This is an optimization exercise on Yosys and OpenROAD, whose aim is small area, not a production implementation. The RTL was checked by simulation tests, not by an equivalence proof against the original design. No driver is modelled on the clock port, so clocking that relies on it looks cheaper here than on a real chip. No activity file was given, so power comes from the tool's default toggle rates.

v37:
## ecg_hr
module ecg_hr (clk, rst, sample_clk, adc_va, adc_vb,
               spi_sck, dac_a, beat, led, hr_bcd);
clock: 10.0 ns
lec_check: 0
abc_area: 1
cap_margin: 20
core_margin: 2
core_utilization: 75
place_density: 0.85
slew_margin: 20
standard.sh (not shown) runs the stock make flow with config.mk's settings and CLKGATE_MAP_FILE= SYNTH_SCRIPT=/design/flow/synth_recipe.tcl, a recipe that flattens the netlist after the stock synthesis.
==> flow/flow/run.sh <==
#!/bin/bash
# Layout flow.
#  1. the standard synthesis (bash standard.sh synth).
#  2. flow/polopt.py: full adders built on complemented signals where that
#     saves inverters; inverter and buffer chains collapsed.
#  3. Yosys/ABC area re-mapping of the plain logic gates only
#     (flow/abc_remap.script): registers, full and half adders and tie cells
#     are kept as they are (same instances, same names).
#  4. the standard layout from this netlist, with small port buffers
#     (buf_1) and a clock tree of clkbuf_4/clkbuf_8 cells without dummy loads.
# Each tool writes its full output to a log file here.
set -euo pipefail
LIB=$FLOW_HOME/platforms/sky130hd/lib/sky130_fd_sc_hd__tt_025C_1v80.lib
YOSYS=$(command -v yosys || echo "$FLOW_HOME/../tools/install/yosys/bin/yosys")
R=orfs/results/sky130hd/ecg_hr/base

bash standard.sh synth > synth.log 2>&1
cp $R/1_2_yosys.v 1_2_yosys.std.v
python3 flow/polopt.py 1_2_yosys.std.v net_pol.v > polopt.log 2>&1

DONT=$(sed -n '/DONT_USE_CELLS += /,/^#/p' $FLOW_HOME/platforms/sky130hd/config.mk | grep -o 'sky130_fd_sc_hd__[a-z0-9_]*' | sed 's/^/-dont_use /' | tr '\n' ' ')
KEEP="sky130_fd_sc_hd__fa_1 sky130_fd_sc_hd__fa_2 sky130_fd_sc_hd__fa_4 sky130_fd_sc_hd__ha_1 sky130_fd_sc_hd__ha_2 sky130_fd_sc_hd__ha_4 sky130_fd_sc_hd__dfxtp_1 sky130_fd_sc_hd__edfxtp_1 sky130_fd_sc_hd__conb_1"
cat > remap.ys <<EOY
read_liberty -ignore_miss_func $LIB
setattr -mod -set keep_hierarchy 1 $KEEP
read_verilog net_pol.v
hierarchy -top ecg_hr
flatten
opt -purge
abc -liberty $LIB $DONT -dont_use sky130_fd_sc_hd__fa_1 -dont_use sky130_fd_sc_hd__fa_2 -dont_use sky130_fd_sc_hd__fa_4 -dont_use sky130_fd_sc_hd__ha_1 -dont_use sky130_fd_sc_hd__ha_2 -dont_use sky130_fd_sc_hd__ha_4 -script $PWD/flow/abc_remap.script
opt_clean -purge
rename -hide w:_*_.*
splitnets
opt_clean -purge
insbuf -buf sky130_fd_sc_hd__buf_1 A X
select ecg_hr
write_verilog -noattr -nohex -nodec -selected net_remap.v
EOY
$YOSYS -s remap.ys > remap.log 2>&1
cp net_remap.v $R/1_2_yosys.v
rm -f $R/1_synth.odb
bash standard.sh \
  "BUFFER_PORTS_ARGS=-buffer_cell sky130_fd_sc_hd__buf_1" \
  "CTS_ARGS=-sink_clustering_enable -repair_clock_nets -dont_use_dummy_load -buf_list {sky130_fd_sc_hd__clkbuf_4 sky130_fd_sc_hd__clkbuf_8}" \
  "POST_CTS_TCL=$PWD/flow/clkdown.tcl" \
  finish > layout.log 2>&1
==> flow/flow/clkdown.tcl <==
# Run after clock tree synthesis (POST_CTS_TCL): each clkbuf_8 of the clock
# tree is tried as a clkbuf_4 and kept as one if the worst flip-flop clock-pin
# slew (placement parasitics) stays under the target.
proc my_clk_pin_worst_slew {} {
  set w 0
  foreach pin [all_registers -clock_pins -edge_triggered] {
    foreach edge {rise fall} {
      foreach a {min max} {
        set s [get_property $pin slew_${a}_$edge]
        set ps [expr {[sta::time_ui_sta $s] * 1e12}]
        if {$ps > $w} { set w $ps }
      }
    }
  }
  return $w
}
set target 120.0
estimate_parasitics -placement
puts "clkdown: worst clock-pin slew before [my_clk_pin_worst_slew] ps"
set n 0
foreach inst [get_cells *] {
  if {[get_property $inst ref_name] ne "sky130_fd_sc_hd__clkbuf_8"} { continue }
  replace_cell $inst sky130_fd_sc_hd__clkbuf_4
  estimate_parasitics -placement
  set w [my_clk_pin_worst_slew]
  if {$w > $target} {
    replace_cell $inst sky130_fd_sc_hd__clkbuf_8
    estimate_parasitics -placement
  } else {
    incr n
  }
}
puts "clkdown: $n clock buffers now clkbuf_4, worst clock-pin slew [my_clk_pin_worst_slew] ps"
Other scripts of this flow, unchanged in this note and not shown: flow/flow/abc_remap.script, flow/flow/polopt.py
v37: full flow OK, the timing, design-rule and antenna checks passed
[inputs] v51 vs v37
Settings: a change of CORE_UTILIZATION from 75 to 70; a change of PLACE_DENSITY from 0.85 to 0.8.
--- a/flow/flow/run.sh
+++ b/flow/flow/run.sh
@@ -5,5 +5,5 @@
 #     saves inverters; inverter and buffer chains collapsed.
 #  3. Yosys/ABC area re-mapping of the plain logic gates only
-#     (flow/abc_remap.script): registers, full and half adders and tie cells
+#     (flow/abc_remap.script): registers, full adders and tie cells
 #     are kept as they are (same instances, same names).
 #  4. the standard layout from this netlist, with small port buffers
@@ -20,5 +20,5 @@
 
 DONT=$(sed -n '/DONT_USE_CELLS += /,/^#/p' $FLOW_HOME/platforms/sky130hd/config.mk | grep -o 'sky130_fd_sc_hd__[a-z0-9_]*' | sed 's/^/-dont_use /' | tr '\n' ' ')
-KEEP="sky130_fd_sc_hd__fa_1 sky130_fd_sc_hd__fa_2 sky130_fd_sc_hd__fa_4 sky130_fd_sc_hd__ha_1 sky130_fd_sc_hd__ha_2 sky130_fd_sc_hd__ha_4 sky130_fd_sc_hd__dfxtp_1 sky130_fd_sc_hd__edfxtp_1 sky130_fd_sc_hd__conb_1"
+KEEP="sky130_fd_sc_hd__fa_1 sky130_fd_sc_hd__fa_2 sky130_fd_sc_hd__fa_4 sky130_fd_sc_hd__dfxtp_1 sky130_fd_sc_hd__edfxtp_1 sky130_fd_sc_hd__conb_1"
 cat > remap.ys <<EOY
 read_liberty -ignore_miss_func $LIB
==> flow/flow/clkdown.tcl <==
# Run after clock tree synthesis (POST_CTS_TCL): each clock-tree buffer is
# tried one size smaller (clkbuf_8 -> clkbuf_4 -> clkbuf_2) and kept smaller
# while the worst flip-flop clock-pin slew (placement parasitics) stays under
# the target.
proc my_clk_pin_worst_slew {} {
  set w 0
  foreach pin [all_registers -clock_pins -edge_triggered] {
    foreach edge {rise fall} {
      foreach a {min max} {
        set s [get_property $pin slew_${a}_$edge]
        set ps [expr {[sta::time_ui_sta $s] * 1e12}]
        if {$ps > $w} { set w $ps }
      }
    }
  }
  return $w
}
set target 115.0
set smaller [dict create sky130_fd_sc_hd__clkbuf_8 sky130_fd_sc_hd__clkbuf_4 \
                         sky130_fd_sc_hd__clkbuf_4 sky130_fd_sc_hd__clkbuf_2]
estimate_parasitics -placement
puts "clkdown: worst clock-pin slew before [my_clk_pin_worst_slew] ps"
set n 0
foreach pass {1 2} {
  foreach inst [get_cells *] {
    set ref [get_property $inst ref_name]
    if {![dict exists $smaller $ref]} { continue }
    set net [get_nets -of_objects [get_pins -of_objects $inst -filter "direction == output"]]
    if {![string match "clknet*" [get_full_name $net]]} { continue }
    replace_cell $inst [dict get $smaller $ref]
    estimate_parasitics -placement
    if {[my_clk_pin_worst_slew] > $target} {
      replace_cell $inst $ref
      estimate_parasitics -placement
    } else {
      incr n
    }
  }
}
puts "clkdown: $n clock buffer downsizings, worst clock-pin slew [my_clk_pin_worst_slew] ps"
Findings:
- v51: flow completed, timing, DRC and antenna clean
- Looking at v51 and v37, the largest incremental delay on the critical path is a wash.
- v51 has more setup slack than v37.
- v51 vs. v37: final period utilization went down by 0.31 points.
- Compared v51 vs v37, and fraction of met1 tracks used by global routing is down in v51.
- Worst hold slack for v51 is lower than for v37.
- Delta (v51 minus v37): number of antenna violations at the first check in global routing increased by 1 relative to the old numbers, final wirelength decreased by 5.0% relative to the old numbers, static leakage power decreased by about 5% relative to the old numbers, cell area decreased by about 0.9% relative to the old numbers.
Input changes introduced in v1 (baseline for comparison: v51):
==> flow/flow/clkdown.tcl <==
# Run after clock tree synthesis (POST_CTS_TCL): each clkbuf_8 of the clock
# tree is tried as a clkbuf_4 and kept as one if the worst flip-flop clock-pin
# slew (placement parasitics) stays under the target.
proc my_clk_pin_worst_slew {} {
  set w 0
  foreach pin [all_registers -clock_pins -edge_triggered] {
    foreach edge {rise fall} {
      foreach a {min max} {
        set s [get_property $pin slew_${a}_$edge]
        set ps [expr {[sta::time_ui_sta $s] * 1e12}]
        if {$ps > $w} { set w $ps }
      }
    }
  }
  return $w
}
set target 115.0
estimate_parasitics -placement
puts "clkdown: worst clock-pin slew before [my_clk_pin_worst_slew] ps"
set n 0
foreach inst [get_cells *] {
  if {[get_property $inst ref_name] ne "sky130_fd_sc_hd__clkbuf_8"} { continue }
  replace_cell $inst sky130_fd_sc_hd__clkbuf_4
  estimate_parasitics -placement
  set w [my_clk_pin_worst_slew]
  if {$w > $target} {
    replace_cell $inst sky130_fd_sc_hd__clkbuf_8
    estimate_parasitics -placement
  } else {
    incr n
  }
}
puts "clkdown: $n clock buffers now clkbuf_4, worst clock-pin slew [my_clk_pin_worst_slew] ps"
--- outcome ---
Global-route wire length before repair ended up about 0.34% lower on v1 than on v51. Higher utilization after layout among v51 and v1: v1. v1 against v51: later-pin clock latency in the skew report now sits at about the same level, clock-pin slew of the registers on the worst-case setup and hold paths now sits at about the same level. Compared with v51, v1 shows a higher total power. Compared to v51, v1 has synthesis-to-layout area growth 0.21 points higher. Compared with v51, in v1 internal portion of total power went up; combined global-route utilization of all metal layers did not really move; highest clock rate did not really move; setup slack went up; design area did not really move.
### v1 -> v52
--- a/flow/flow/run.sh
+++ b/flow/flow/run.sh
@@ -5,5 +5,5 @@
 #     saves inverters; inverter and buffer chains collapsed.
 #  3. Yosys/ABC area re-mapping of the plain logic gates only
-#     (flow/abc_remap.script): registers, full adders and tie cells
+#     (flow/abc_remap.script): registers, full and half adders and tie cells
 #     are kept as they are (same instances, same names).
 #  4. the standard layout from this netlist, with small port buffers
@@ -20,5 +20,5 @@
 
 DONT=$(sed -n '/DONT_USE_CELLS += /,/^#/p' $FLOW_HOME/platforms/sky130hd/config.mk | grep -o 'sky130_fd_sc_hd__[a-z0-9_]*' | sed 's/^/-dont_use /' | tr '\n' ' ')
-KEEP="sky130_fd_sc_hd__fa_1 sky130_fd_sc_hd__fa_2 sky130_fd_sc_hd__fa_4 sky130_fd_sc_hd__dfxtp_1 sky130_fd_sc_hd__edfxtp_1 sky130_fd_sc_hd__conb_1"
+KEEP="sky130_fd_sc_hd__fa_1 sky130_fd_sc_hd__fa_2 sky130_fd_sc_hd__fa_4 sky130_fd_sc_hd__ha_1 sky130_fd_sc_hd__ha_2 sky130_fd_sc_hd__ha_4 sky130_fd_sc_hd__dfxtp_1 sky130_fd_sc_hd__edfxtp_1 sky130_fd_sc_hd__conb_1"
 cat > remap.ys <<EOY
 read_liberty -ignore_miss_func $LIB
### Flow results
Compared to v1, v52 shows a narrower setup margin. Re final cell count: v52 is 21 down on v1. Comparing v1 and v52, the higher final wirelength was measured on v1. Signed area change from the synthesized netlist to the final layout on v52 is down relative to v1.

re-timing with driven ports:
How much do the figures lean on ideal ports? The routed layouts below were timed once more, with nothing changed but the port constraints. Step 1, drivers: a clkbuf_16 drives clk and a buf_2 each remaining input, both assumed. Step 2, shift: input delay + t, output delay - t, t = (earliest + latest rising clock arrival at the registers) / 2. This alone moves slack from input paths to output paths. Three values: no drivers, after step 1, after step 2; two values: the first two.
| run | t (ns) | setup WS [ns] | worst setup path at the end | cell pins on the clock port's net |
|---|---|---|---|---|
| v37 | 0.623 | 0.440 / 0.440 / 0.440 | register to register | 1 |
| v51 | 0.613 | 0.471 / 0.471 / 0.471 | register to register | 1 |
| v1 | 0.625 | 0.488 / 0.488 / 0.488 | register to register | 1 |
| v52 | 0.605 | 0.444 / 0.444 / 0.444 | register to register | 1 |
After both steps setup and hold are still met in every run listed.
